From an optimization exercise on the open Yosys and OpenROAD flow, aimed at small area, a short achievable clock period and few clock cycles per item; shortcuts taken in it are not production practice. No run shown here included a check of the RTL's function; only the layout flow was run. No activity file was given, so power comes from the tool's default toggle rates.

==> flow/design.v, too long to show whole: its modules and the start of the top module <==
// module wallace_multi: 1906 lines
// module mfa: 4 lines
// module mha: 4 lines
module wallace_multi (
    input clk,
    input rst,
    input [15:0] a,
    input [15:0] b,
    output reg [31:0] p,
    output reg done
);
  // ...
==> flow/run.sh <==
#!/bin/bash
# synth_recipe.tcl (not shown) runs the flow's synth.tcl, then flattens the netlist and writes it again
# the make line also repeats each setting of config.mk as NAME=value (left out here)
make -C /OpenROAD-flow-scripts/flow DESIGN_CONFIG=/design/flow/config.mk WORK_HOME=/design/flow/orfs CLKGATE_MAP_FILE= SYNTH_SCRIPT=/design/flow/synth_recipe.tcl finish
==> flow/config.mk <==
export PLATFORM = sky130hd
export DESIGN_NAME = wallace_multi
export DESIGN_NICKNAME = wallace_multi
export VERILOG_FILES = /design/flow/design.v
export SDC_FILE = /design/flow/constraint.sdc
export NUM_CORES = 4
export LEC_CHECK = 0
export CAP_MARGIN = 20
export CORE_MARGIN = 2
export CORE_UTILIZATION = 40
export SLEW_MARGIN = 20
export SYNTH_HIERARCHICAL = 1
==> flow/constraint.sdc <==
create_clock -name core_clock -period 4.0 [get_ports {clk}]
set_input_delay 0.8000 -clock core_clock [delete_from_list [all_inputs] [get_ports {clk}]]
set_output_delay 0.8000 -clock core_clock [all_outputs]
set_load 0.01 [all_outputs]
==> impl_metrics.toml, run 1 <==
[synth]
async_flop_share_pct = 2.24
synth_compound_area_share_pct = 4.22
yosysWarnings = 7

[layout]
n_fill_cell = 2135
clock_buffer_count = 17
final_cell_area_um2 = 11100
clk_share_pct = 5.54
multi_input_gates = 618

[timing]
slew_headroom_pct = 55.1
slew_viol_final = 0

[clock_tree]
cts-root-buf = "clkbuf_16"
cts.htree.levels = 4
holdBufCountCts = 0

[pwr]
p_sw_mw = 2.81
leakagePower_nw = 5.17
power_mw = 7.46

[drt]
top_layer_used = "met4"
firstDrtPassIters = 5

[worst_setup_path]
rr_startpoint = "r83"
worstPathArrival_ps = 3830
cp.depth = 7

[die]
start_util_pct = 40.4

[place]
dpl-instance-area_um2 = 10500

[hold_path]
hp-class = "reg2reg"

[run_status]
outcome = "no timing/DRC/antenna violations"
==> run 2: changes to the inputs <==
==> flow/design.v (replaced) <==
module wallace_multi (
    input clk,
    input rst,
    input [15:0] a,
    input [15:0] b,
    output reg [31:0] p,
    output reg done
);
    wire c225;
    wire c227;
    wire c229;
    wire c231;
    wire c233;
    wire c235;
    wire c237;
    wire c239;
    wire c241;
    wire c243;
    wire c245;
    wire c249;
    wire c251;
    wire c253;
    wire c255;
    wire c259;
    wire c261;
    wire c263;
    wire c268;
    wire c271;
    wire c273;
    wire c275;
    wire c277;
    wire c282;
    wire c284;
    wire c286;
    wire c288;
    wire c290;
    wire c295;
    wire c297;
    wire c299;
    wire c301;
    wire c303;
    wire c305;
    wire c310;
    wire c312;
    wire c314;
    wire c316;
    wire c318;
    wire c323;
    wire c327;
    wire c329;
    wire c331;
    wire c333;
    wire c335;
    wire c337;
    wire c342;
    wire c345;
    wire c347;
    wire c349;
    wire c351;
    wire c353;
    wire c355;
    wire c360;
    wire c363;
    wire c365;
    wire c367;
    wire c369;
    wire c371;
    wire c373;
    wire c378;
    wire c382;
    wire c384;
    wire c386;
    wire c388;
    wire c390;
    wire c392;
    wire c394;
    wire c399;
    wire c401;
    wire c403;
    wire c405;
    wire c407;
    wire c409;
    wire c411;
    wire c416;
    wire c419;
    wire c421;
    wire c423;
    wire c425;
    wire c427;
    wire c429;
    wire c434;
    wire c437;
    wire c439;
    wire c441;
    wire c443;
    wire c445;
    wire c450;
    wire c453;
    wire c455;
    wire c457;
    wire c459;
    wire c461;
    wire c466;
    wire c469;
    wire c471;
    wire c473;
    wire c475;
    wire c480;
    wire c483;
    wire c485;
    wire c487;
    wire c489;
    wire c494;
    wire c497;
    wire c499;
    wire c501;
    wire c503;
    wire c507;
    wire c509;
    wire c511;
    wire c513;
    wire c518;
    wire c520;
    wire c522;
    wire c527;
    wire c529;
    wire c531;
    wire c536;
    wire c538;
    wire c540;
    wire c542;
    wire c544;
    wire c546;
    wire c548;
    wire n1;
    wire n2;
    wire n3;
    wire n4;
    wire n5;
    wire n6;
    wire n7;
    wire n8;
    wire n9;
    wire n10;
    wire n11;
    wire n12;
    wire n13;
    wire n14;
    wire n15;
    wire n19;
    wire n22;
    wire n24;
    wire n26;
    wire n28;
    wire n30;
    wire n32;
    wire n34;
    wire n36;
    wire n38;
    wire n40;
    wire n42;
    wire n44;
    wire n46;
    wire n48;
    wire n50;
    wire n51;
    wire n52;
    wire n55;
    wire n57;
    wire n58;
    wire n59;
    wire n60;
    wire n61;
    wire n62;
    wire n63;
    wire n64;
    wire n65;
    wire n66;
    wire n67;
    wire n68;
    wire n69;
    wire n70;
    wire n71;
    wire n72;
    wire n73;
    wire n76;
    wire n78;
    wire n79;
    wire n80;
    wire n81;
    wire n82;
    wire n83;
    wire n84;
    wire n85;
    wire n86;
    wire n87;
    wire n88;
    wire n89;
    wire n90;
    wire n91;
    wire n92;
    wire n93;
    wire n94;
    wire n97;
    wire n99;
    wire n100;
    wire n101;
    wire n102;
    wire n103;
    wire n104;
    wire n105;
    wire n106;
    wire n107;
    wire n108;
    wire n109;
    wire n110;
    wire n111;
    wire n112;
    wire n113;
    wire n114;
    wire n115;
    wire n118;
    wire n120;
    wire n121;
    wire n122;
    wire n123;
    wire n124;
    wire n125;
    wire n126;
    wire n127;
    wire n128;
    wire n129;
    wire n130;
    wire n131;
    wire n132;
    wire n133;
    wire n134;
    wire n135;
    wire n136;
    wire n139;
    wire n141;
    wire n142;
    wire n143;
    wire n144;
    wire n145;
    wire n146;
    wire n147;
    wire n148;
    wire n149;
    wire n150;
    wire n151;
    wire n152;
    wire n153;
    wire n154;
    wire n155;
    wire n156;
    wire n157;
    wire n160;
    wire n162;
    wire n163;
    wire n164;
    wire n165;
    wire n166;
    wire n167;
    wire n168;
    wire n169;
    wire n170;
    wire n171;
    wire n172;
    wire n173;
    wire n174;
    wire n175;
    wire n176;
    wire n177;
    wire n178;
    wire n181;
    wire n183;
    wire n184;
    wire n185;
    wire n186;
    wire n187;
    wire n188;
    wire n189;
    wire n190;
    wire n191;
    wire n192;
    wire n193;
    wire n194;
    wire n195;
    wire n196;
    wire n197;
    wire n198;
    wire n199;
    wire n200;
    wire n201;
    wire n202;
    wire n203;
    wire n204;
    wire n205;
    wire n206;
    wire n207;
    wire n208;
    wire n209;
    wire n210;
    wire n211;
    wire n212;
    wire n213;
    wire n214;
    wire n215;
    wire n216;
    wire n217;
    wire n218;
    wire n219;
    wire n220;
    wire n221;
    wire n222;
    wire n223;
    wire n549;
    wire n550;
    wire n551;
    wire n552;
    wire n553;
    wire n554;
    wire n555;
    wire n556;
    wire n557;
    wire n558;
    wire n561;
    wire n562;
    wire n564;
    wire n565;
    wire n566;
    wire n567;
    wire n568;
    wire n569;
    wire n570;
    wire n571;
    wire n572;
    wire n573;
    wire n574;
    wire n575;
    wire n576;
    wire n577;
    wire n578;
    wire n579;
    wire n580;
    wire n581;
    wire n582;
    wire n583;
    wire n584;
    wire n585;
    wire n586;
    wire n587;
    wire n588;
    wire n589;
    wire n590;
    wire n591;
    wire n592;
    wire n593;
    wire n594;
    wire n595;
    wire n596;
    wire n597;
    wire n598;
    wire n599;
    wire n600;
    wire n601;
    wire n602;
    wire n603;
    wire n604;
    wire n605;
    wire n607;
    wire n608;
    wire n609;
    wire n610;
    wire n611;
    wire n612;
    wire n613;
    wire n614;
    wire n615;
    wire n616;
    wire n617;
    wire n618;
    wire n622;
    wire n624;
    wire n625;
    wire n626;
    wire n627;
    wire n628;
    wire n629;
    wire n630;
    wire n631;
    wire n632;
    wire n633;
    wire n634;
    wire n635;
    wire n636;
    wire n637;
    wire n638;
    wire n639;
    wire n640;
    wire n641;
    wire n642;
    wire n643;
    wire n644;
    wire n645;
    wire n646;
    wire n649;
    wire n650;
    wire n654;
    wire n656;
    wire n657;
    wire n658;
    wire n659;
    wire n660;
    wire n661;
    wire n662;
    wire n663;
    wire n664;
    wire n665;
    wire n666;
    wire n667;
    wire n668;
    wire n669;
    wire n670;
    wire n671;
    wire n672;
    wire n676;
    wire n678;
    wire n681;
    wire n682;
    wire n683;
    wire n684;
    wire n685;
    wire n686;
    wire n687;
    wire n688;
    wire n689;
    wire n690;
    wire n691;
    wire n692;
    wire n693;
    wire n694;
    wire n696;
    wire n698;
    wire n699;
    wire n700;
    wire n701;
    wire n702;
    wire n703;
    wire n704;
    wire n705;
    wire n706;
    wire n707;
    wire n708;
    wire n712;
    wire n714;
    wire n717;
    wire n718;
    wire n721;
    wire n722;
    wire n725;
    wire n726;
    wire n729;
    wire n730;
    wire n733;
    wire n734;
    wire n735;
    wire n736;
    wire n737;
    wire n738;
    wire n739;
    wire n740;
    wire n741;
    wire n742;
    wire n743;
    wire n744;
    wire n745;
    wire n746;
    wire n747;
    wire n748;
    wire n749;
    wire n750;
    wire n751;
    wire n752;
    wire n756;
    wire n758;
    wire n759;
    wire n760;
    wire n761;
    wire n762;
    wire n765;
    wire n766;
    wire n769;
    wire n770;
    wire n773;
    wire n774;
    wire n777;
    wire n778;
    wire n781;
    wire n782;
    wire n785;
    wire n786;
    wire n789;
    wire n790;
    wire n793;
    wire n794;
    wire n797;
    wire n798;
    wire n799;
    wire n800;
    wire n801;
    wire n802;
    wire n803;
    wire n804;
    wire n805;
    wire n806;
    wire n807;
    wire n808;
    wire n809;
    wire n810;
    wire n811;
    wire n812;
    wire n813;
    wire n814;
    wire n815;
    wire n816;
    wire n817;
    wire n818;
    wire n819;
    wire n820;
    wire n821;
    wire n822;
    wire n823;
    wire n824;
    wire n825;
    wire n826;
    wire n827;
    wire n828;
    wire n829;
    wire n830;
    wire n831;
    wire n832;
    wire n833;
    wire n834;
    wire n835;
    wire n836;
    wire n837;
    wire n838;
    wire n839;
    wire n840;
    wire n843;
    wire n845;
    wire n847;
    wire n848;
    wire n850;
    wire n851;
    wire n853;
    wire n854;
    wire n856;
    wire n858;
    wire n860;
    wire n861;
    wire n863;
    wire n865;
    wire n867;
    wire n869;
    wire n871;
    wire n873;
    wire n875;
    reg r16;
    reg r17;
    reg r18;
    reg r20;
    reg r21;
    reg r23;
    reg r25;
    reg r27;
    reg r29;
    reg r31;
    reg r33;
    reg r35;
    reg r37;
    reg r39;
    reg r41;
    reg r43;
    reg r45;
    reg r47;
    reg r49;
    reg r53;
    reg r54;
    reg r56;
    reg r74;
    reg r75;
    reg r77;
    reg r95;
    reg r96;
    reg r98;
    reg r116;
    reg r117;
    reg r119;
    reg r137;
    reg r138;
    reg r140;
    reg r158;
    reg r159;
    reg r161;
    reg r179;
    reg r180;
    reg r182;
    reg r246;
    reg r247;
    reg r256;
    reg r257;
    reg r264;
    reg r265;
    reg r266;
    reg r269;
    reg r278;
    reg r279;
    reg r280;
    reg r291;
    reg r292;
    reg r293;
    reg r306;
    reg r307;
    reg r308;
    reg r319;
    reg r320;
    reg r321;
    reg r324;
    reg r325;
    reg r338;
    reg r339;
    reg r340;
    reg r343;
    reg r356;
    reg r357;
    reg r358;
    reg r361;
    reg r374;
    reg r375;
    reg r376;
    reg r379;
    reg r380;
    reg r395;
    reg r396;
    reg r397;
    reg r412;
    reg r413;
    reg r414;
    reg r417;
    reg r430;
    reg r431;
    reg r432;
    reg r435;
    reg r446;
    reg r447;
    reg r448;
    reg r451;
    reg r462;
    reg r463;
    reg r464;
    reg r467;
    reg r476;
    reg r477;
    reg r478;
    reg r481;
    reg r490;
    reg r491;
    reg r492;
    reg r495;
    reg r504;
    reg r505;
    reg r514;
    reg r515;
    reg r516;
    reg r523;
    reg r524;
    reg r525;
    reg r532;
    reg r533;
    reg r534;
    reg r559;
    reg r560;
    reg r563;
    reg r606;
    reg r619;
    reg r620;
    reg r621;
    reg r623;
    reg r647;
    reg r648;
    reg r651;
    reg r652;
    reg r653;
    reg r655;
    reg r673;
    reg r674;
    reg r675;
    reg r677;
    reg r679;
    reg r680;
    reg r695;
    reg r697;
    reg r709;
    reg r710;
    reg r711;
    reg r713;
    reg r715;
    reg r716;
    reg r719;
    reg r720;
    reg r723;
    reg r724;
    reg r727;
    reg r728;
    reg r731;
    reg r732;
    reg r753;
    reg r754;
    reg r755;
    reg r757;
    reg r763;
    reg r764;
    reg r767;
    reg r768;
    reg r771;
    reg r772;
    reg r775;
    reg r776;
    reg r779;
    reg r780;
    reg r783;
    reg r784;
    reg r787;
    reg r788;
    reg r791;
    reg r792;
    reg r795;
    reg r796;
    reg r841;
    reg r842;
    reg r844;
    reg r846;
    reg r849;
    reg r852;
    reg r855;
    reg r857;
    reg r859;
    reg r862;
    reg r864;
    reg r866;
    reg r868;
    reg r870;
    reg r872;
    reg r874;
    reg r876;
    reg r877;
    reg r878;
    reg r879;
    reg r880;
    reg r881;
    reg r882;
    reg r883;
    reg r884;
    reg r885;
    reg r886;
    reg r887;
    reg r888;
    reg r889;
    reg r890;
    reg r891;
    reg r892;
    wire s224;
    wire s226;
    wire s228;
    wire s230;
    wire s232;
    wire s234;
    wire s236;
    wire s238;
    wire s240;
    wire s242;
    wire s244;
    wire s248;
    wire s250;
    wire s252;
    wire s254;
    wire s258;
    wire s260;
    wire s262;
    wire s267;
    wire s270;
    wire s272;
    wire s274;
    wire s276;
    wire s281;
    wire s283;
    wire s285;
    wire s287;
    wire s289;
    wire s294;
    wire s296;
    wire s298;
    wire s300;
    wire s302;
    wire s304;
    wire s309;
    wire s311;
    wire s313;
    wire s315;
    wire s317;
    wire s322;
    wire s326;
    wire s328;
    wire s330;
    wire s332;
    wire s334;
    wire s336;
    wire s341;
    wire s344;
    wire s346;
    wire s348;
    wire s350;
    wire s352;
    wire s354;
    wire s359;
    wire s362;
    wire s364;
    wire s366;
    wire s368;
    wire s370;
    wire s372;
    wire s377;
    wire s381;
    wire s383;
    wire s385;
    wire s387;
    wire s389;
    wire s391;
    wire s393;
    wire s398;
    wire s400;
    wire s402;
    wire s404;
    wire s406;
    wire s408;
    wire s410;
    wire s415;
    wire s418;
    wire s420;
    wire s422;
    wire s424;
    wire s426;
    wire s428;
    wire s433;
    wire s436;
    wire s438;
    wire s440;
    wire s442;
    wire s444;
    wire s449;
    wire s452;
    wire s454;
    wire s456;
    wire s458;
    wire s460;
    wire s465;
    wire s468;
    wire s470;
    wire s472;
    wire s474;
    wire s479;
    wire s482;
    wire s484;
    wire s486;
    wire s488;
    wire s493;
    wire s496;
    wire s498;
    wire s500;
    wire s502;
    wire s506;
    wire s508;
    wire s510;
    wire s512;
    wire s517;
    wire s519;
    wire s521;
    wire s526;
    wire s528;
    wire s530;
    wire s535;
    wire s537;
    wire s539;
    wire s541;
    wire s543;
    wire s545;
    wire s547;
    assign n1 = b[1] & ~b[0];
    assign n2 = b[2] ^ b[1];
    assign n3 = (b[3] & ~b[2] & ~b[1]) | (~b[3] & b[2] & b[1]);
    assign n4 = b[4] ^ b[3];
    assign n5 = (b[5] & ~b[4] & ~b[3]) | (~b[5] & b[4] & b[3]);
    assign n6 = b[6] ^ b[5];
    assign n7 = (b[7] & ~b[6] & ~b[5]) | (~b[7] & b[6] & b[5]);
    assign n8 = b[8] ^ b[7];
    assign n9 = (b[9] & ~b[8] & ~b[7]) | (~b[9] & b[8] & b[7]);
    assign n10 = b[10] ^ b[9];
    assign n11 = (b[11] & ~b[10] & ~b[9]) | (~b[11] & b[10] & b[9]);
    assign n12 = b[12] ^ b[11];
    assign n13 = (b[13] & ~b[12] & ~b[11]) | (~b[13] & b[12] & b[11]);
    assign n14 = b[14] ^ b[13];
    assign n15 = (b[15] & ~b[14] & ~b[13]) | (~b[15] & b[14] & b[13]);
    always @(posedge clk) begin
        r16 <= b[0];
        r17 <= a[0];
        r18 <= b[1];
        r20 <= a[1];
        r21 <= n1;
        r23 <= a[2];
        r25 <= a[3];
        r27 <= a[4];
        r29 <= a[5];
        r31 <= a[6];
        r33 <= a[7];
        r35 <= a[8];
        r37 <= a[9];
        r39 <= a[10];
        r41 <= a[11];
        r43 <= a[12];
        r45 <= a[13];
        r47 <= a[14];
        r49 <= a[15];
        r53 <= n2;
        r54 <= b[3];
        r56 <= n3;
        r74 <= n4;
        r75 <= b[5];
        r77 <= n5;
        r95 <= n6;
        r96 <= b[7];
        r98 <= n7;
        r116 <= n8;
        r117 <= b[9];
        r119 <= n9;
        r137 <= n10;
        r138 <= b[11];
        r140 <= n11;
        r158 <= n12;
        r159 <= b[13];
        r161 <= n13;
        r179 <= n14;
        r180 <= b[15];
        r182 <= n15;
    end
    assign n19 = (r16 & r17) ^ r18;
    mbs un22 (.one(r16), .a1(r20), .two(r21), .a0(r17), .neg(r18), .x(n22));
    mbs un24 (.one(r16), .a1(r23), .two(r21), .a0(r20), .neg(r18), .x(n24));
    mbs un26 (.one(r16), .a1(r25), .two(r21), .a0(r23), .neg(r18), .x(n26));
    mbs un28 (.one(r16), .a1(r27), .two(r21), .a0(r25), .neg(r18), .x(n28));
    mbs un30 (.one(r16), .a1(r29), .two(r21), .a0(r27), .neg(r18), .x(n30));
    mbs un32 (.one(r16), .a1(r31), .two(r21), .a0(r29), .neg(r18), .x(n32));
    mbs un34 (.one(r16), .a1(r33), .two(r21), .a0(r31), .neg(r18), .x(n34));
    mbs un36 (.one(r16), .a1(r35), .two(r21), .a0(r33), .neg(r18), .x(n36));
    mbs un38 (.one(r16), .a1(r37), .two(r21), .a0(r35), .neg(r18), .x(n38));
    mbs un40 (.one(r16), .a1(r39), .two(r21), .a0(r37), .neg(r18), .x(n40));
    mbs un42 (.one(r16), .a1(r41), .two(r21), .a0(r39), .neg(r18), .x(n42));
    mbs un44 (.one(r16), .a1(r43), .two(r21), .a0(r41), .neg(r18), .x(n44));
    mbs un46 (.one(r16), .a1(r45), .two(r21), .a0(r43), .neg(r18), .x(n46));
    mbs un48 (.one(r16), .a1(r47), .two(r21), .a0(r45), .neg(r18), .x(n48));
    mbs un50 (.one(r16), .a1(r49), .two(r21), .a0(r47), .neg(r18), .x(n50));
    assign n51 = (r21 & r49) ^ r18;
    assign n52 = ~r18;
    assign n55 = (r53 & r17) ^ r54;
    mbs un57 (.one(r53), .a1(r20), .two(r56), .a0(r17), .neg(r54), .x(n57));
    mbs un58 (.one(r53), .a1(r23), .two(r56), .a0(r20), .neg(r54), .x(n58));
    mbs un59 (.one(r53), .a1(r25), .two(r56), .a0(r23), .neg(r54), .x(n59));
    mbs un60 (.one(r53), .a1(r27), .two(r56), .a0(r25), .neg(r54), .x(n60));
    mbs un61 (.one(r53), .a1(r29), .two(r56), .a0(r27), .neg(r54), .x(n61));
    mbs un62 (.one(r53), .a1(r31), .two(r56), .a0(r29), .neg(r54), .x(n62));
    mbs un63 (.one(r53), .a1(r33), .two(r56), .a0(r31), .neg(r54), .x(n63));
    mbs un64 (.one(r53), .a1(r35), .two(r56), .a0(r33), .neg(r54), .x(n64));
    mbs un65 (.one(r53), .a1(r37), .two(r56), .a0(r35), .neg(r54), .x(n65));
    mbs un66 (.one(r53), .a1(r39), .two(r56), .a0(r37), .neg(r54), .x(n66));
    mbs un67 (.one(r53), .a1(r41), .two(r56), .a0(r39), .neg(r54), .x(n67));
    mbs un68 (.one(r53), .a1(r43), .two(r56), .a0(r41), .neg(r54), .x(n68));
    mbs un69 (.one(r53), .a1(r45), .two(r56), .a0(r43), .neg(r54), .x(n69));
    mbs un70 (.one(r53), .a1(r47), .two(r56), .a0(r45), .neg(r54), .x(n70));
    mbs un71 (.one(r53), .a1(r49), .two(r56), .a0(r47), .neg(r54), .x(n71));
    assign n72 = (r56 & r49) ^ r54;
    assign n73 = ~r54;
    assign n76 = (r74 & r17) ^ r75;
    mbs un78 (.one(r74), .a1(r20), .two(r77), .a0(r17), .neg(r75), .x(n78));
    mbs un79 (.one(r74), .a1(r23), .two(r77), .a0(r20), .neg(r75), .x(n79));
    mbs un80 (.one(r74), .a1(r25), .two(r77), .a0(r23), .neg(r75), .x(n80));
    mbs un81 (.one(r74), .a1(r27), .two(r77), .a0(r25), .neg(r75), .x(n81));
    mbs un82 (.one(r74), .a1(r29), .two(r77), .a0(r27), .neg(r75), .x(n82));
    mbs un83 (.one(r74), .a1(r31), .two(r77), .a0(r29), .neg(r75), .x(n83));
    mbs un84 (.one(r74), .a1(r33), .two(r77), .a0(r31), .neg(r75), .x(n84));
    mbs un85 (.one(r74), .a1(r35), .two(r77), .a0(r33), .neg(r75), .x(n85));
    mbs un86 (.one(r74), .a1(r37), .two(r77), .a0(r35), .neg(r75), .x(n86));
    mbs un87 (.one(r74), .a1(r39), .two(r77), .a0(r37), .neg(r75), .x(n87));
    mbs un88 (.one(r74), .a1(r41), .two(r77), .a0(r39), .neg(r75), .x(n88));
    mbs un89 (.one(r74), .a1(r43), .two(r77), .a0(r41), .neg(r75), .x(n89));
    mbs un90 (.one(r74), .a1(r45), .two(r77), .a0(r43), .neg(r75), .x(n90));
    mbs un91 (.one(r74), .a1(r47), .two(r77), .a0(r45), .neg(r75), .x(n91));
    mbs un92 (.one(r74), .a1(r49), .two(r77), .a0(r47), .neg(r75), .x(n92));
    assign n93 = (r77 & r49) ^ r75;
    assign n94 = ~r75;
    assign n97 = (r95 & r17) ^ r96;
    mbs un99 (.one(r95), .a1(r20), .two(r98), .a0(r17), .neg(r96), .x(n99));
    mbs un100 (.one(r95), .a1(r23), .two(r98), .a0(r20), .neg(r96), .x(n100));
    mbs un101 (.one(r95), .a1(r25), .two(r98), .a0(r23), .neg(r96), .x(n101));
    mbs un102 (.one(r95), .a1(r27), .two(r98), .a0(r25), .neg(r96), .x(n102));
    mbs un103 (.one(r95), .a1(r29), .two(r98), .a0(r27), .neg(r96), .x(n103));
    mbs un104 (.one(r95), .a1(r31), .two(r98), .a0(r29), .neg(r96), .x(n104));
    mbs un105 (.one(r95), .a1(r33), .two(r98), .a0(r31), .neg(r96), .x(n105));
    mbs un106 (.one(r95), .a1(r35), .two(r98), .a0(r33), .neg(r96), .x(n106));
    mbs un107 (.one(r95), .a1(r37), .two(r98), .a0(r35), .neg(r96), .x(n107));
    mbs un108 (.one(r95), .a1(r39), .two(r98), .a0(r37), .neg(r96), .x(n108));
    mbs un109 (.one(r95), .a1(r41), .two(r98), .a0(r39), .neg(r96), .x(n109));
    mbs un110 (.one(r95), .a1(r43), .two(r98), .a0(r41), .neg(r96), .x(n110));
    mbs un111 (.one(r95), .a1(r45), .two(r98), .a0(r43), .neg(r96), .x(n111));
    mbs un112 (.one(r95), .a1(r47), .two(r98), .a0(r45), .neg(r96), .x(n112));
    mbs un113 (.one(r95), .a1(r49), .two(r98), .a0(r47), .neg(r96), .x(n113));
    assign n114 = (r98 & r49) ^ r96;
    assign n115 = ~r96;
    assign n118 = (r116 & r17) ^ r117;
    mbs un120 (.one(r116), .a1(r20), .two(r119), .a0(r17), .neg(r117), .x(n120));
    mbs un121 (.one(r116), .a1(r23), .two(r119), .a0(r20), .neg(r117), .x(n121));
    mbs un122 (.one(r116), .a1(r25), .two(r119), .a0(r23), .neg(r117), .x(n122));
    mbs un123 (.one(r116), .a1(r27), .two(r119), .a0(r25), .neg(r117), .x(n123));
    mbs un124 (.one(r116), .a1(r29), .two(r119), .a0(r27), .neg(r117), .x(n124));
    mbs un125 (.one(r116), .a1(r31), .two(r119), .a0(r29), .neg(r117), .x(n125));
    mbs un126 (.one(r116), .a1(r33), .two(r119), .a0(r31), .neg(r117), .x(n126));
    mbs un127 (.one(r116), .a1(r35), .two(r119), .a0(r33), .neg(r117), .x(n127));
    mbs un128 (.one(r116), .a1(r37), .two(r119), .a0(r35), .neg(r117), .x(n128));
    mbs un129 (.one(r116), .a1(r39), .two(r119), .a0(r37), .neg(r117), .x(n129));
    mbs un130 (.one(r116), .a1(r41), .two(r119), .a0(r39), .neg(r117), .x(n130));
    mbs un131 (.one(r116), .a1(r43), .two(r119), .a0(r41), .neg(r117), .x(n131));
    mbs un132 (.one(r116), .a1(r45), .two(r119), .a0(r43), .neg(r117), .x(n132));
    mbs un133 (.one(r116), .a1(r47), .two(r119), .a0(r45), .neg(r117), .x(n133));
    mbs un134 (.one(r116), .a1(r49), .two(r119), .a0(r47), .neg(r117), .x(n134));
    assign n135 = (r119 & r49) ^ r117;
    assign n136 = ~r117;
    assign n139 = (r137 & r17) ^ r138;
    mbs un141 (.one(r137), .a1(r20), .two(r140), .a0(r17), .neg(r138), .x(n141));
    mbs un142 (.one(r137), .a1(r23), .two(r140), .a0(r20), .neg(r138), .x(n142));
    mbs un143 (.one(r137), .a1(r25), .two(r140), .a0(r23), .neg(r138), .x(n143));
    mbs un144 (.one(r137), .a1(r27), .two(r140), .a0(r25), .neg(r138), .x(n144));
    mbs un145 (.one(r137), .a1(r29), .two(r140), .a0(r27), .neg(r138), .x(n145));
    mbs un146 (.one(r137), .a1(r31), .two(r140), .a0(r29), .neg(r138), .x(n146));
    mbs un147 (.one(r137), .a1(r33), .two(r140), .a0(r31), .neg(r138), .x(n147));
    mbs un148 (.one(r137), .a1(r35), .two(r140), .a0(r33), .neg(r138), .x(n148));
    mbs un149 (.one(r137), .a1(r37), .two(r140), .a0(r35), .neg(r138), .x(n149));
    mbs un150 (.one(r137), .a1(r39), .two(r140), .a0(r37), .neg(r138), .x(n150));
    mbs un151 (.one(r137), .a1(r41), .two(r140), .a0(r39), .neg(r138), .x(n151));
    mbs un152 (.one(r137), .a1(r43), .two(r140), .a0(r41), .neg(r138), .x(n152));
    mbs un153 (.one(r137), .a1(r45), .two(r140), .a0(r43), .neg(r138), .x(n153));
    mbs un154 (.one(r137), .a1(r47), .two(r140), .a0(r45), .neg(r138), .x(n154));
    mbs un155 (.one(r137), .a1(r49), .two(r140), .a0(r47), .neg(r138), .x(n155));
    assign n156 = (r140 & r49) ^ r138;
    assign n157 = ~r138;
    assign n160 = (r158 & r17) ^ r159;
    mbs un162 (.one(r158), .a1(r20), .two(r161), .a0(r17), .neg(r159), .x(n162));
    mbs un163 (.one(r158), .a1(r23), .two(r161), .a0(r20), .neg(r159), .x(n163));
    mbs un164 (.one(r158), .a1(r25), .two(r161), .a0(r23), .neg(r159), .x(n164));
    mbs un165 (.one(r158), .a1(r27), .two(r161), .a0(r25), .neg(r159), .x(n165));
    mbs un166 (.one(r158), .a1(r29), .two(r161), .a0(r27), .neg(r159), .x(n166));
    mbs un167 (.one(r158), .a1(r31), .two(r161), .a0(r29), .neg(r159), .x(n167));
    mbs un168 (.one(r158), .a1(r33), .two(r161), .a0(r31), .neg(r159), .x(n168));
    mbs un169 (.one(r158), .a1(r35), .two(r161), .a0(r33), .neg(r159), .x(n169));
    mbs un170 (.one(r158), .a1(r37), .two(r161), .a0(r35), .neg(r159), .x(n170));
    mbs un171 (.one(r158), .a1(r39), .two(r161), .a0(r37), .neg(r159), .x(n171));
    mbs un172 (.one(r158), .a1(r41), .two(r161), .a0(r39), .neg(r159), .x(n172));
    mbs un173 (.one(r158), .a1(r43), .two(r161), .a0(r41), .neg(r159), .x(n173));
    mbs un174 (.one(r158), .a1(r45), .two(r161), .a0(r43), .neg(r159), .x(n174));
    mbs un175 (.one(r158), .a1(r47), .two(r161), .a0(r45), .neg(r159), .x(n175));
    mbs un176 (.one(r158), .a1(r49), .two(r161), .a0(r47), .neg(r159), .x(n176));
    assign n177 = (r161 & r49) ^ r159;
    assign n178 = ~r159;
    assign n181 = (r179 & r17) ^ r180;
    mbs un183 (.one(r179), .a1(r20), .two(r182), .a0(r17), .neg(r180), .x(n183));
    mbs un184 (.one(r179), .a1(r23), .two(r182), .a0(r20), .neg(r180), .x(n184));
    mbs un185 (.one(r179), .a1(r25), .two(r182), .a0(r23), .neg(r180), .x(n185));
    mbs un186 (.one(r179), .a1(r27), .two(r182), .a0(r25), .neg(r180), .x(n186));
    mbs un187 (.one(r179), .a1(r29), .two(r182), .a0(r27), .neg(r180), .x(n187));
    mbs un188 (.one(r179), .a1(r31), .two(r182), .a0(r29), .neg(r180), .x(n188));
    mbs un189 (.one(r179), .a1(r33), .two(r182), .a0(r31), .neg(r180), .x(n189));
    mbs un190 (.one(r179), .a1(r35), .two(r182), .a0(r33), .neg(r180), .x(n190));
    mbs un191 (.one(r179), .a1(r37), .two(r182), .a0(r35), .neg(r180), .x(n191));
    mbs un192 (.one(r179), .a1(r39), .two(r182), .a0(r37), .neg(r180), .x(n192));
    mbs un193 (.one(r179), .a1(r41), .two(r182), .a0(r39), .neg(r180), .x(n193));
    mbs un194 (.one(r179), .a1(r43), .two(r182), .a0(r41), .neg(r180), .x(n194));
    mbs un195 (.one(r179), .a1(r45), .two(r182), .a0(r43), .neg(r180), .x(n195));
    mbs un196 (.one(r179), .a1(r47), .two(r182), .a0(r45), .neg(r180), .x(n196));
    mbs un197 (.one(r179), .a1(r49), .two(r182), .a0(r47), .neg(r180), .x(n197));
    assign n198 = (r182 & r49) ^ r180;
    assign n199 = ~r180;
    assign n200 = r180 & r17;
    assign n201 = r180 & r20;
    assign n202 = r180 & r23;
    assign n203 = r180 & r25;
    assign n204 = r180 & r27;
    assign n205 = r180 & r29;
    assign n206 = r180 & r31;
    assign n207 = r180 & r33;
    assign n208 = r180 & r35;
    assign n209 = r180 & r37;
    assign n210 = r180 & r39;
    assign n211 = r180 & r41;
    assign n212 = r180 & r43;
    assign n213 = r180 & r45;
    assign n214 = r180 & r47;
    assign n215 = r180 & r49;
    assign n216 = ~n201;
    assign n217 = ~n201;
    assign n218 = ~n204;
    assign n219 = ~n206;
    assign n220 = ~n208;
    assign n221 = ~n210;
    assign n222 = ~n212;
    assign n223 = ~n214;
    mha us224 (.a(r54), .b(n24), .s(s224), .co(c225));
    mha us226 (.a(n26), .b(n57), .s(s226), .co(c227));
    mfa us228 (.a(r75), .b(n28), .c(n58), .s(s228), .co(c229));
    mha us230 (.a(n76), .b(c227), .s(s230), .co(c231));
    mfa us232 (.a(n30), .b(n59), .c(n78), .s(s232), .co(c233));
    mha us234 (.a(c229), .b(s232), .s(s234), .co(c235));
    mfa us236 (.a(r96), .b(n32), .c(n60), .s(s236), .co(c237));
    mfa us238 (.a(n79), .b(n97), .c(c233), .s(s238), .co(c239));
    mha us240 (.a(s236), .b(c235), .s(s240), .co(c241));
    mfa us242 (.a(n34), .b(n61), .c(n80), .s(s242), .co(c243));
    mfa us244 (.a(n99), .b(c237), .c(s242), .s(s244), .co(c245));
    mfa us250 (.a(r117), .b(n36), .c(n62), .s(s250), .co(c251));
    mfa us252 (.a(n81), .b(n100), .c(n118), .s(s252), .co(c253));
    mfa us254 (.a(c243), .b(s250), .c(s252), .s(s254), .co(c255));
    mfa us260 (.a(n38), .b(n63), .c(n82), .s(s260), .co(c261));
    mfa us262 (.a(n101), .b(n120), .c(c251), .s(s262), .co(c263));
    mfa us272 (.a(r138), .b(n40), .c(n64), .s(s272), .co(c273));
    mfa us274 (.a(n83), .b(n102), .c(n121), .s(s274), .co(c275));
    mfa us276 (.a(n139), .b(c261), .c(s272), .s(s276), .co(c277));
    mfa us285 (.a(n42), .b(n65), .c(n84), .s(s285), .co(c286));
    mfa us287 (.a(n103), .b(n122), .c(n141), .s(s287), .co(c288));
    mfa us289 (.a(c273), .b(c275), .c(s285), .s(s289), .co(c290));
    mfa us298 (.a(r159), .b(n44), .c(n66), .s(s298), .co(c299));
    mfa us300 (.a(n85), .b(n104), .c(n123), .s(s300), .co(c301));
    mfa us302 (.a(n142), .b(n160), .c(c286), .s(s302), .co(c303));
    mfa us304 (.a(c288), .b(s298), .c(s300), .s(s304), .co(c305));
    mfa us313 (.a(n46), .b(n67), .c(n86), .s(s313), .co(c314));
    mfa us315 (.a(n105), .b(n124), .c(n143), .s(s315), .co(c316));
    mfa us317 (.a(n162), .b(c299), .c(c301), .s(s317), .co(c318));
    mfa us330 (.a(r180), .b(n48), .c(n68), .s(s330), .co(c331));
    mfa us332 (.a(n87), .b(n106), .c(n125), .s(s332), .co(c333));
    mfa us334 (.a(n144), .b(n163), .c(n181), .s(s334), .co(c335));
    mfa us336 (.a(c314), .b(c316), .c(s330), .s(s336), .co(c337));
    mfa us348 (.a(n50), .b(n69), .c(n88), .s(s348), .co(c349));
    mfa us350 (.a(n107), .b(n126), .c(n145), .s(s350), .co(c351));
    mfa us352 (.a(n164), .b(n183), .c(c331), .s(s352), .co(c353));
    mfa us354 (.a(c333), .b(c335), .c(s348), .s(s354), .co(c355));
    mfa us366 (.a(n200), .b(n51), .c(n70), .s(s366), .co(c367));
    mfa us368 (.a(n89), .b(n108), .c(n127), .s(s368), .co(c369));
    mfa us370 (.a(n146), .b(n165), .c(n184), .s(s370), .co(c371));
    mfa us372 (.a(c349), .b(c351), .c(s366), .s(s372), .co(c373));
    mfa us385 (.a(n52), .b(n216), .c(n71), .s(s385), .co(c386));
    mfa us387 (.a(n90), .b(n109), .c(n128), .s(s387), .co(c388));
    mfa us389 (.a(n147), .b(n166), .c(n185), .s(s389), .co(c390));
    mfa us391 (.a(c367), .b(c369), .c(c371), .s(s391), .co(c392));
    mfa us393 (.a(s385), .b(s387), .c(s389), .s(s393), .co(c394));
    mfa us402 (.a(n202), .b(n217), .c(n72), .s(s402), .co(c403));
    mfa us404 (.a(n91), .b(n110), .c(n129), .s(s404), .co(c405));
    mfa us406 (.a(n148), .b(n167), .c(n186), .s(s406), .co(c407));
    mfa us408 (.a(c386), .b(c388), .c(c390), .s(s408), .co(c409));
    mfa us410 (.a(s402), .b(s404), .c(s406), .s(s410), .co(c411));
    mfa us420 (.a(n73), .b(n203), .c(n201), .s(s420), .co(c421));
    mfa us422 (.a(s420), .b(n92), .c(n111), .s(s422), .co(c423));
    mfa us424 (.a(n130), .b(n149), .c(n168), .s(s424), .co(c425));
    mfa us426 (.a(n187), .b(c403), .c(c405), .s(s426), .co(c427));
    mfa us428 (.a(c407), .b(s422), .c(s424), .s(s428), .co(c429));
    mfa us438 (.a(n218), .b(c421), .c(n93), .s(s438), .co(c439));
    mfa us440 (.a(n112), .b(n131), .c(n150), .s(s440), .co(c441));
    mfa us442 (.a(n169), .b(n188), .c(c423), .s(s442), .co(c443));
    mfa us444 (.a(c425), .b(s438), .c(s440), .s(s444), .co(c445));
    mfa us454 (.a(n94), .b(n205), .c(n204), .s(s454), .co(c455));
    mfa us456 (.a(s454), .b(n113), .c(n132), .s(s456), .co(c457));
    mfa us458 (.a(n151), .b(n170), .c(n189), .s(s458), .co(c459));
    mfa us460 (.a(c439), .b(c441), .c(s456), .s(s460), .co(c461));
    mfa us470 (.a(n219), .b(c455), .c(n114), .s(s470), .co(c471));
    mfa us472 (.a(n133), .b(n152), .c(n171), .s(s472), .co(c473));
    mfa us474 (.a(n190), .b(c457), .c(c459), .s(s474), .co(c475));
    mfa us484 (.a(n115), .b(n207), .c(n206), .s(s484), .co(c485));
    mfa us486 (.a(s484), .b(n134), .c(n153), .s(s486), .co(c487));
    mfa us488 (.a(n172), .b(n191), .c(c471), .s(s488), .co(c489));
    mfa us498 (.a(n220), .b(c485), .c(n135), .s(s498), .co(c499));
    mfa us500 (.a(n154), .b(n173), .c(n192), .s(s500), .co(c501));
    mfa us502 (.a(c487), .b(s498), .c(s500), .s(s502), .co(c503));
    mfa us508 (.a(n136), .b(n209), .c(n208), .s(s508), .co(c509));
    mfa us510 (.a(s508), .b(n155), .c(n174), .s(s510), .co(c511));
    mfa us512 (.a(n193), .b(c499), .c(c501), .s(s512), .co(c513));
    mfa us519 (.a(n221), .b(c509), .c(n156), .s(s519), .co(c520));
    mfa us521 (.a(n175), .b(n194), .c(c511), .s(s521), .co(c522));
    mfa us528 (.a(n157), .b(n211), .c(n210), .s(s528), .co(c529));
    mfa us530 (.a(s528), .b(n176), .c(n195), .s(s530), .co(c531));
    mfa us537 (.a(n222), .b(c529), .c(n177), .s(s537), .co(c538));
    mfa us539 (.a(n196), .b(c531), .c(s537), .s(s539), .co(c540));
    mfa us541 (.a(n178), .b(n213), .c(n212), .s(s541), .co(c542));
    mfa us543 (.a(s541), .b(n197), .c(c538), .s(s543), .co(c544));
    mfa us545 (.a(n223), .b(c542), .c(n198), .s(s545), .co(c546));
    mfa us547 (.a(n199), .b(n215), .c(n214), .s(s547), .co(c548));
    assign n549 = n19 & r18;
    assign n550 = n19 ^ r18;
    assign n551 = n55 & s224;
    assign n552 = n55 ^ s224;
    assign n553 = c225 & s226;
    assign n554 = c225 ^ s226;
    assign n555 = s228 & s230;
    assign n556 = s228 ^ s230;
    assign n557 = c231 & s234;
    assign n558 = c231 ^ s234;
    assign n609 = c540 & s543;
    assign n610 = c540 ^ s543;
    assign n611 = c544 & s545;
    assign n612 = c544 ^ s545;
    assign n613 = c546 & s547;
    assign n614 = c546 ^ s547;
    assign n615 = n22 & n549;
    assign n616 = n22 & n550;
    assign n617 = n553 | (n554 & n551);
    assign n618 = n554 & n552;
    assign n657 = n551 | (n552 & n615);
    assign n658 = n552 & n616;
    assign n659 = n617 | (n618 & n615);
    assign n660 = n618 & n616;
    assign n829 = n22 ^ n549;
    assign n830 = n552 ^ n615;
    assign n831 = n554 ^ n657;
    always @(posedge clk) begin
        r246 <= c239;
        r247 <= s244;
        r256 <= c245;
        r257 <= s254;
        r264 <= c253;
        r265 <= s260;
        r266 <= c255;
        r269 <= s262;
        r278 <= s274;
        r279 <= c263;
        r280 <= s276;
        r291 <= s287;
        r292 <= c277;
        r293 <= s289;
        r306 <= c290;
        r307 <= s302;
        r308 <= s304;
        r319 <= s313;
        r320 <= s315;
        r321 <= c303;
        r324 <= c305;
        r325 <= s317;
        r338 <= s332;
        r339 <= s334;
        r340 <= c318;
        r343 <= s336;
        r356 <= s350;
        r357 <= c337;
        r358 <= s352;
        r361 <= s354;
        r374 <= s368;
        r375 <= s370;
        r376 <= c353;
        r379 <= c355;
        r380 <= s372;
        r395 <= c373;
        r396 <= s391;
        r397 <= s393;
        r412 <= c392;
        r413 <= c394;
        r414 <= s408;
        r417 <= s410;
        r430 <= c409;
        r431 <= c411;
        r432 <= s426;
        r435 <= s428;
        r446 <= c427;
        r447 <= c429;
        r448 <= s442;
        r451 <= s444;
        r462 <= s458;
        r463 <= c443;
        r464 <= c445;
        r467 <= s460;
        r476 <= s470;
        r477 <= s472;
        r478 <= c461;
        r481 <= s474;
        r490 <= c473;
        r491 <= s486;
        r492 <= c475;
        r495 <= s488;
        r504 <= c489;
        r505 <= s502;
        r514 <= s510;
        r515 <= c503;
        r516 <= s512;
        r523 <= s519;
        r524 <= c513;
        r525 <= s521;
        r532 <= c520;
        r533 <= s530;
        r534 <= c522;
        r559 <= s238;
        r560 <= s240;
        r563 <= c241;
        r606 <= s539;
        r619 <= n557;
        r620 <= n558;
        r621 <= n555;
        r623 <= n556;
        r647 <= n609;
        r648 <= n610;
        r651 <= n613;
        r652 <= n614;
        r653 <= n611;
        r655 <= n612;
        r695 <= n659;
        r697 <= n660;
        r876 <= n550;
        r878 <= n829;
        r880 <= n830;
        r882 <= n831;
    end
    mha us248 (.a(r246), .b(r247), .s(s248), .co(c249));
    mha us258 (.a(r256), .b(r257), .s(s258), .co(c259));
    mfa us267 (.a(r264), .b(r265), .c(r266), .s(s267), .co(c268));
    mha us270 (.a(r269), .b(c259), .s(s270), .co(c271));
    mfa us281 (.a(r278), .b(r279), .c(r280), .s(s281), .co(c282));
    mha us283 (.a(c268), .b(s281), .s(s283), .co(c284));
    mfa us294 (.a(r291), .b(r292), .c(r293), .s(s294), .co(c295));
    mha us296 (.a(c282), .b(s294), .s(s296), .co(c297));
    mfa us309 (.a(r306), .b(r307), .c(r308), .s(s309), .co(c310));
    mha us311 (.a(c295), .b(s309), .s(s311), .co(c312));
    mfa us322 (.a(r319), .b(r320), .c(r321), .s(s322), .co(c323));
    mfa us326 (.a(r324), .b(r325), .c(c310), .s(s326), .co(c327));
    mha us328 (.a(s322), .b(c312), .s(s328), .co(c329));
    mfa us341 (.a(r338), .b(r339), .c(r340), .s(s341), .co(c342));
    mfa us344 (.a(r343), .b(c323), .c(s341), .s(s344), .co(c345));
    mha us346 (.a(c327), .b(s344), .s(s346), .co(c347));
    mfa us359 (.a(r356), .b(r357), .c(r358), .s(s359), .co(c360));
    mfa us362 (.a(r361), .b(c342), .c(s359), .s(s362), .co(c363));
    mha us364 (.a(c345), .b(s362), .s(s364), .co(c365));
    mfa us377 (.a(r374), .b(r375), .c(r376), .s(s377), .co(c378));
    mfa us381 (.a(r379), .b(r380), .c(c360), .s(s381), .co(c382));
    mfa us383 (.a(s377), .b(c363), .c(s381), .s(s383), .co(c384));
    mfa us398 (.a(r395), .b(r396), .c(r397), .s(s398), .co(c399));
    mfa us400 (.a(c378), .b(s398), .c(c382), .s(s400), .co(c401));
    mfa us415 (.a(r412), .b(r413), .c(r414), .s(s415), .co(c416));
    mfa us418 (.a(r417), .b(c399), .c(s415), .s(s418), .co(c419));
    mfa us433 (.a(r430), .b(r431), .c(r432), .s(s433), .co(c434));
    mfa us436 (.a(r435), .b(c416), .c(s433), .s(s436), .co(c437));
    mfa us449 (.a(r446), .b(r447), .c(r448), .s(s449), .co(c450));
    mfa us452 (.a(r451), .b(c434), .c(s449), .s(s452), .co(c453));
    mfa us465 (.a(r462), .b(r463), .c(r464), .s(s465), .co(c466));
    mfa us468 (.a(r467), .b(c450), .c(s465), .s(s468), .co(c469));
    mfa us479 (.a(r476), .b(r477), .c(r478), .s(s479), .co(c480));
    mfa us482 (.a(r481), .b(c466), .c(s479), .s(s482), .co(c483));
    mfa us493 (.a(r490), .b(r491), .c(r492), .s(s493), .co(c494));
    mfa us496 (.a(r495), .b(c480), .c(s493), .s(s496), .co(c497));
    mfa us506 (.a(r504), .b(r505), .c(c494), .s(s506), .co(c507));
    mfa us517 (.a(r514), .b(r515), .c(r516), .s(s517), .co(c518));
    mfa us526 (.a(r523), .b(r524), .c(r525), .s(s526), .co(c527));
    mfa us535 (.a(r532), .b(r533), .c(r534), .s(s535), .co(c536));
    assign n561 = r559 & r560;
    assign n562 = r559 ^ r560;
    assign n564 = r563 & s248;
    assign n565 = r563 ^ s248;
    assign n566 = c249 & s258;
    assign n567 = c249 ^ s258;
    assign n568 = s267 & s270;
    assign n569 = s267 ^ s270;
    assign n570 = c271 & s283;
    assign n571 = c271 ^ s283;
    assign n572 = c284 & s296;
    assign n573 = c284 ^ s296;
    assign n574 = c297 & s311;
    assign n575 = c297 ^ s311;
    assign n576 = s326 & s328;
    assign n577 = s326 ^ s328;
    assign n578 = c329 & s346;
    assign n579 = c329 ^ s346;
    assign n580 = c347 & s364;
    assign n581 = c347 ^ s364;
    assign n582 = c365 & s383;
    assign n583 = c365 ^ s383;
    assign n584 = c384 & s400;
    assign n585 = c384 ^ s400;
    assign n586 = c401 & s418;
    assign n587 = c401 ^ s418;
    assign n588 = c419 & s436;
    assign n589 = c419 ^ s436;
    assign n590 = c437 & s452;
    assign n591 = c437 ^ s452;
    assign n592 = c453 & s468;
    assign n593 = c453 ^ s468;
    assign n594 = c469 & s482;
    assign n595 = c469 ^ s482;
    assign n596 = c483 & s496;
    assign n597 = c483 ^ s496;
    assign n598 = c497 & s506;
    assign n599 = c497 ^ s506;
    assign n600 = c507 & s517;
    assign n601 = c507 ^ s517;
    assign n602 = c518 & s526;
    assign n603 = c518 ^ s526;
    assign n604 = c527 & s535;
    assign n605 = c527 ^ s535;
    assign n607 = c536 & r606;
    assign n608 = c536 ^ r606;
    assign n622 = r619 | (r620 & r621);
    assign n624 = r620 & r623;
    assign n625 = n564 | (n565 & n561);
    assign n626 = n565 & n562;
    assign n627 = n568 | (n569 & n566);
    assign n628 = n569 & n567;
    assign n629 = n572 | (n573 & n570);
    assign n630 = n573 & n571;
    assign n631 = n576 | (n577 & n574);
    assign n632 = n577 & n575;
    assign n633 = n580 | (n581 & n578);
    assign n634 = n581 & n579;
    assign n635 = n584 | (n585 & n582);
    assign n636 = n585 & n583;
    assign n637 = n588 | (n589 & n586);
    assign n638 = n589 & n587;
    assign n639 = n592 | (n593 & n590);
    assign n640 = n593 & n591;
    assign n641 = n596 | (n597 & n594);
    assign n642 = n597 & n595;
    assign n643 = n600 | (n601 & n598);
    assign n644 = n601 & n599;
    assign n645 = n604 | (n605 & n602);
    assign n646 = n605 & n603;
    assign n649 = r647 | (r648 & n607);
    assign n650 = r648 & n608;
    assign n654 = r651 | (r652 & r653);
    assign n656 = r652 & r655;
    assign n661 = n561 | (n562 & n622);
    assign n662 = n562 & n624;
    assign n663 = n625 | (n626 & n622);
    assign n664 = n626 & n624;
    assign n665 = n570 | (n571 & n627);
    assign n666 = n571 & n628;
    assign n667 = n629 | (n630 & n627);
    assign n668 = n630 & n628;
    assign n669 = n578 | (n579 & n631);
    assign n670 = n579 & n632;
    assign n671 = n633 | (n634 & n631);
    assign n672 = n634 & n632;
    assign n683 = n594 | (n595 & n639);
    assign n684 = n595 & n640;
    assign n685 = n641 | (n642 & n639);
    assign n686 = n642 & n640;
    assign n687 = n602 | (n603 & n643);
    assign n688 = n603 & n644;
    assign n689 = n645 | (n646 & n643);
    assign n690 = n646 & n644;
    assign n691 = r653 | (r655 & n649);
    assign n692 = r655 & n650;
    assign n693 = n654 | (n656 & n649);
    assign n694 = n656 & n650;
    assign n696 = r621 | (r623 & r695);
    assign n698 = r623 & r697;
    assign n699 = n622 | (n624 & r695);
    assign n700 = n624 & r697;
    assign n701 = n661 | (n662 & r695);
    assign n702 = n662 & r697;
    assign n703 = n663 | (n664 & r695);
    assign n704 = n664 & r697;
    assign n705 = n574 | (n575 & n667);
    assign n706 = n575 & n668;
    assign n707 = n631 | (n632 & n667);
    assign n708 = n632 & n668;
    assign n735 = n607 | (n608 & n689);
    assign n736 = n608 & n690;
    assign n737 = n649 | (n650 & n689);
    assign n738 = n650 & n690;
    assign n739 = n691 | (n692 & n689);
    assign n740 = n692 & n690;
    assign n741 = n693 | (n694 & n689);
    assign n742 = n694 & n690;
    assign n743 = n566 | (n567 & n703);
    assign n744 = n567 & n704;
    assign n745 = n627 | (n628 & n703);
    assign n746 = n628 & n704;
    assign n747 = n665 | (n666 & n703);
    assign n748 = n666 & n704;
    assign n749 = n667 | (n668 & n703);
    assign n750 = n668 & n704;
    assign n751 = n705 | (n706 & n703);
    assign n752 = n706 & n704;
    assign n832 = r623 ^ r695;
    assign n833 = r620 ^ n696;
    assign n834 = n562 ^ n699;
    assign n835 = n565 ^ n701;
    assign n836 = n567 ^ n703;
    assign n837 = n569 ^ n743;
    assign n838 = n571 ^ n745;
    assign n839 = n573 ^ n747;
    assign n840 = n575 ^ n749;
    always @(posedge clk) begin
        r673 <= n586;
        r674 <= n587;
        r675 <= n635;
        r677 <= n636;
        r679 <= n637;
        r680 <= n638;
        r709 <= n669;
        r710 <= n670;
        r711 <= n667;
        r713 <= n668;
        r715 <= n671;
        r716 <= n672;
        r719 <= n590;
        r720 <= n591;
        r723 <= n639;
        r724 <= n640;
        r727 <= n683;
        r728 <= n684;
        r731 <= n685;
        r732 <= n686;
        r753 <= n707;
        r754 <= n708;
        r755 <= n703;
        r757 <= n704;
        r763 <= n598;
        r764 <= n599;
        r767 <= n643;
        r768 <= n644;
        r771 <= n687;
        r772 <= n688;
        r775 <= n689;
        r776 <= n690;
        r779 <= n735;
        r780 <= n736;
        r783 <= n737;
        r784 <= n738;
        r787 <= n739;
        r788 <= n740;
        r791 <= n741;
        r792 <= n742;
        r795 <= n582;
        r796 <= n583;
        r841 <= n577;
        r842 <= n751;
        r844 <= n579;
        r846 <= n581;
        r849 <= n585;
        r852 <= n589;
        r855 <= n593;
        r857 <= n595;
        r859 <= n597;
        r862 <= n601;
        r864 <= n603;
        r866 <= n605;
        r868 <= n608;
        r870 <= r648;
        r872 <= r655;
        r874 <= r652;
        r877 <= r876;
        r879 <= r878;
        r881 <= r880;
        r883 <= r882;
        r884 <= n832;
        r885 <= n833;
        r886 <= n834;
        r887 <= n835;
        r888 <= n836;
        r889 <= n837;
        r890 <= n838;
        r891 <= n839;
        r892 <= n840;
    end
    assign n676 = r673 | (r674 & r675);
    assign n678 = r674 & r677;
    assign n681 = r679 | (r680 & r675);
    assign n682 = r680 & r677;
    assign n712 = r709 | (r710 & r711);
    assign n714 = r710 & r713;
    assign n717 = r715 | (r716 & r711);
    assign n718 = r716 & r713;
    assign n721 = r719 | (r720 & n681);
    assign n722 = r720 & n682;
    assign n725 = r723 | (r724 & n681);
    assign n726 = r724 & n682;
    assign n729 = r727 | (r728 & n681);
    assign n730 = r728 & n682;
    assign n733 = r731 | (r732 & n681);
    assign n734 = r732 & n682;
    assign n756 = r753 | (r754 & r755);
    assign n758 = r754 & r757;
    assign n759 = n712 | (n714 & r755);
    assign n760 = n714 & r757;
    assign n761 = n717 | (n718 & r755);
    assign n762 = n718 & r757;
    assign n765 = r763 | (r764 & n733);
    assign n766 = r764 & n734;
    assign n769 = r767 | (r768 & n733);
    assign n770 = r768 & n734;
    assign n773 = r771 | (r772 & n733);
    assign n774 = r772 & n734;
    assign n777 = r775 | (r776 & n733);
    assign n778 = r776 & n734;
    assign n781 = r779 | (r780 & n733);
    assign n782 = r780 & n734;
    assign n785 = r783 | (r784 & n733);
    assign n786 = r784 & n734;
    assign n789 = r787 | (r788 & n733);
    assign n790 = r788 & n734;
    assign n793 = r791 | (r792 & n733);
    assign n794 = r792 & n734;
    assign n797 = r795 | (r796 & n761);
    assign n798 = r796 & n762;
    assign n799 = r675 | (r677 & n761);
    assign n800 = r677 & n762;
    assign n801 = n676 | (n678 & n761);
    assign n802 = n678 & n762;
    assign n803 = n681 | (n682 & n761);
    assign n804 = n682 & n762;
    assign n805 = n721 | (n722 & n761);
    assign n806 = n722 & n762;
    assign n807 = n725 | (n726 & n761);
    assign n808 = n726 & n762;
    assign n809 = n729 | (n730 & n761);
    assign n810 = n730 & n762;
    assign n811 = n733 | (n734 & n761);
    assign n812 = n734 & n762;
    assign n813 = n765 | (n766 & n761);
    assign n814 = n766 & n762;
    assign n815 = n769 | (n770 & n761);
    assign n816 = n770 & n762;
    assign n817 = n773 | (n774 & n761);
    assign n818 = n774 & n762;
    assign n819 = n777 | (n778 & n761);
    assign n820 = n778 & n762;
    assign n821 = n781 | (n782 & n761);
    assign n822 = n782 & n762;
    assign n823 = n785 | (n786 & n761);
    assign n824 = n786 & n762;
    assign n825 = n789 | (n790 & n761);
    assign n826 = n790 & n762;
    assign n827 = n793 | (n794 & n761);
    assign n828 = n794 & n762;
    assign n843 = r841 ^ r842;
    assign n845 = r844 ^ n756;
    assign n847 = r846 ^ n759;
    assign n848 = r796 ^ n761;
    assign n850 = r849 ^ n797;
    assign n851 = r674 ^ n799;
    assign n853 = r852 ^ n801;
    assign n854 = r720 ^ n803;
    assign n856 = r855 ^ n805;
    assign n858 = r857 ^ n807;
    assign n860 = r859 ^ n809;
    assign n861 = r764 ^ n811;
    assign n863 = r862 ^ n813;
    assign n865 = r864 ^ n815;
    assign n867 = r866 ^ n817;
    assign n869 = r868 ^ n819;
    assign n871 = r870 ^ n821;
    assign n873 = r872 ^ n823;
    assign n875 = r874 ^ n825;
    always @(posedge clk) p <= {n875, n873, n871, n869, n867, n865, n863, n861, n860, n858, n856, n854, n853, n851, n850, n848, n847, n845, n843, r892, r891, r890, r889, r888, r887, r886, r885, r884, r883, r881, r879, r877};
    reg [2:0] v;
    always @(posedge clk or negedge rst) begin
        if (!rst) begin
            v <= 3'b0;
            done <= 1'b0;
        end else begin
            v <= {v[1:0], 1'b1};
            done <= v[2];
        end
    end
endmodule
module mfa (input a, input b, input c, output s, output co);
    assign s = a ^ b ^ c;
    assign co = (a & b) | (a & c) | (b & c);
endmodule
module mha (input a, input b, output s, output co);
    assign s = a ^ b;
    assign co = a & b;
endmodule
module mbs (input one, input a1, input two, input a0, input neg, output x);
    assign x = ((one & a1) | (two & a0)) ^ neg;
endmodule
==> flow/flow/run.sh (new file) <==
#!/bin/bash
set -euo pipefail
export BUFFER_PORTS_ARGS="-buffer_cell sky130_fd_sc_hd__buf_2"
bash standard.sh finish > orfs_make.log 2>&1
==> flow/standard.sh (new file) <==
#!/bin/bash
# synth_recipe.tcl (not shown) runs the flow's synth.tcl, then flattens the netlist and writes it again
# the make line also repeats each setting of config.mk as NAME=value (left out here)
make -C /OpenROAD-flow-scripts/flow DESIGN_CONFIG=/design/flow/config.mk WORK_HOME=/design/flow/orfs CLKGATE_MAP_FILE= SYNTH_SCRIPT=/design/flow/synth_recipe.tcl "${@:-finish}"
==> flow/config.mk (replaced) <==
export PLATFORM = sky130hd
export DESIGN_NAME = wallace_multi
export DESIGN_NICKNAME = wallace_multi
export VERILOG_FILES = /design/flow/design.v
export SDC_FILE = /design/flow/constraint.sdc
export NUM_CORES = 4
export LEC_CHECK = 0
export CAP_MARGIN = 20
export CORE_MARGIN = 2
export CORE_UTILIZATION = 40
export SETUP_SLACK_MARGIN = 1.6
export SLEW_MARGIN = 20
export SYNTH_HIERARCHICAL = 1
removed: flow/run.sh
==> impl_metrics.toml, run 2 <==
[die]
io_pins = 67
start_util_pct = 40.9
rows = 61
dieHeight_um = 173
design.core.area_um2 = 28000
die-area_um2 = 30000
die_w_um = 173

[job]
drv_cap = 0

[global_route]
grt_pass1_wl_mm = 40.6
grt_start_max_net_pins = 20
gr-usage-all-layers_pct = 17.1
grt_pass1_vias = 7218
overflow = 0
antenna_found_initial = 0

[place]
hpwl_mm = 17.3
port_buffers = 66
place.gp.congestion = 0.787

[timing]
skew_ps = 8.08
slew_headroom_pct = 59.9
worstMarginPinSlew_ps = 602
hold_viol = 0
period_needed_ps = 2450
rsz0062_at_grt = "yes"
max_freq_mhz = 407
setup_viol = 0
slew_viol_final = 0
holdWs_ps = 76.1
fin_setup_tns_ps = 0
period_share_pct = 61.4

[layout]
diodes = 0
layout.nets = 1145
final_layout_size_suffix_gt1_share_pct = 31.5
mostFrequentLayoutCells = "192 x dfxtp_1, 156 x xnor2_1, 120 x a22oi_2"
final_common_cell = "dfxtp_1"
area_delta_synth_final_pct = 17.9
top_regs = "p (32), v (3)"
largest_reg_flops = 32
largest_register = "p"

[drt]
wl_mm = 24.7
viasPerCell = 4.89
drt-initial-drc-count = 255
firstDrtPassIters = 5
drt.antenna.violating_nets = 0
wl_per_cell_um = 18.3
dr_total_vias = 6596
drc = 0

[worst_setup_path]
criticalPathCategory = "reg2reg"
cp_max_fo = 3
critPathTopFamily = "compound AO/OA/AOI/OAI gates"
endpoint_kind = "flop"
cpMaxStageDelayCell = "fa_2"
start_kind = "flop"
cp.required_ps = 4420
cpMostUsedCell = "a21o_1"
crit_chain = "fa_2 > fa_2 > ha_4 > a21o_1 > a21o_1 > a221o_1 > a21o_1 > a21o_1"
worst-path-buf-inv = 0
cpPeakStageDelay_ps = 450
worstPathArrival_ps = 2870

[synth]
netlist_area_um2 = 11500
ys_seq_elements = 235
synthCells = 843
synth-seq-area-share_pct = 41.3
avgSynthCellArea_um2 = 13.6
async_flop_share_pct = 1.70
post-synth-top-count-cell = "dfxtp_1"
syn-num-nets = 1038
ys_types = 31
synth_ff_type = "dfxtp_1"
synth_area_leader_cell = "dfxtp_1"
yosysWarnings = 7
synth.top_cells.by_count = "231 x dfxtp_1, 156 x xnor2_1, 120 x a22oi_2, 114 x fa_1, 47 x ha_1"
synth_edf_count = 0
synth_top_area_share_pct = 40.4
yosys-top-cells-area = "dfxtp_1 40%, fa_1 20%, a22oi_2 13%"

[run_status]
outcome = "no timing/DRC/antenna violations"

[clock_tree]
cts.htree.levels = 1
cts_buffers = 27
path_clk_slew_ps = 60
cts.sink_count = 235
cts_tree = "done"
cts-root-buf = "clkbuf_16"
holdBufCountCts = 0
clk_latency_ps = 520
clockBufferDepth = 3

[pwr]
leakagePower_nw = 5.31
vdd_drop_max_mv = 0.413
p_per_area_nw_per_um2 = 831
power_mw = 11.2

[hold_path]
hp-class = "in2async"
run 2: per-layer routing:
metal	up-vias	share of wire, %	global-route usage [%]
li1	3126	-	-
met1	3278	47	23.8
met2	159	46	27.8
met3	33	5.4	2.86
met4	0	1.8	4.06
met5	-	0	0
run 2: cell families after synthesis:
| group | Yosys count | share of synthesized area [%] |
|---|---|---|
| adders and majority gates | 161 | 25.1 |
| buffers and inverters | 24 | 0.787 |
| xor gates and xnor gates | 169 | 12.9 |
| AOI/OAI and AO/OA | 178 | 16.5 |
| other | 1 | 0.0327 |
| and+or+nand+nor | 75 | 3.47 |
| DFF | 235 | 41.3 |
run 2: area by class of cell:
class / instances / area, um^2
repair buffers: 82 / 475
clock buffers: 39 / 801
flip-flops and latches: 235 / 4800
inverters: 20 / 75.1
clock inverters: 10 / 159
multi-input cells: 584 / 6720
fillers: 2571 / 14500
well taps: 378 / 473
run 2: what timing repair did:
item / in CTS / in global routing
gates resized for setup: 29 / 11
setup endpoints to repair: 54 / 28
buffers inserted: 2 / 0
cloned: 0 / 0
pin swaps: 8 / 1
run 2: per-stage QoR:
stage	setup slack (ps)	std cells	area (um^2)	utilization (%)
6_report	1550	1348	13500	48.2
5_1_grt	1440	1348	13500	48.2
4_1_cts	1500	1348	13500	48.1
3_5_place_dp	1280	1297	12400	44.4
3_3_place_gp	1340	1297	12400	44.4
2_1_floorplan	1570	843	11600	-
run 2: worst reg2reg max path, delay by kind of cell, from the launching register on:
kind                     cells  cell delay, ps
AO/OA/AOI/OAI                5            1020
flip-flops                   1             320
adder cells (fa/ha/maj)      3            1010
run 2: power by group:
group,internal [mW],switching [mW]
Clock,1.64,0.948
Combinational,2.39,2.31
Sequential,3.39,0.536
Total,7.43,3.79
run 2: path summary, 6_finish.rpt:
check,from,to,slack [ps],depth (start not counted)
setup / recovery,r491,r787,1550,8
setup reg to reg,r491,r787,1550,8
hold reg to reg,r881,p[2],320,0
min in group core_clock,r881,p[2],320,0
hold / removal,rst,done,80,1
max in group asynchronous,rst,v[0],3810,1
run 2: Yosys stat by module (local to each module, per instance):
module / cell area (um^2) / cells inside / copies in the design
mbs: 21.3 / 2 / 120
mfa: 20.0 / 1 / 112
mha: 12.5 / 1 / 14
wallace_multi: 6480 / 477 / 1

## separate check: timing with driven ports
How much do the figures lean on ideal ports? The routed layouts below were timed once more, with nothing changed but the port constraints. Step 1 sets driving cells, clkbuf_16 on the clock port and buf_2 on the other inputs (assumed; they add their load-dependent delay and slew). Step 2, shift: input delay + t, output delay - t, t = (earliest + latest rising clock arrival at the registers) / 2. This alone moves slack from input paths to output paths. a / b / c = no drivers / after step 1 / after step 2; a / b = the first two.
run | t, ns | setup WS [ns] | worst data-port slew with drivers (ns)
run 1 | 0.467 | 0.472 / 0.472 / 0.472 | 0.04
run 2 | 0.564 | 1.545 / 1.545 / 1.545 | 0.04
After both steps setup and hold are still met in every run listed.
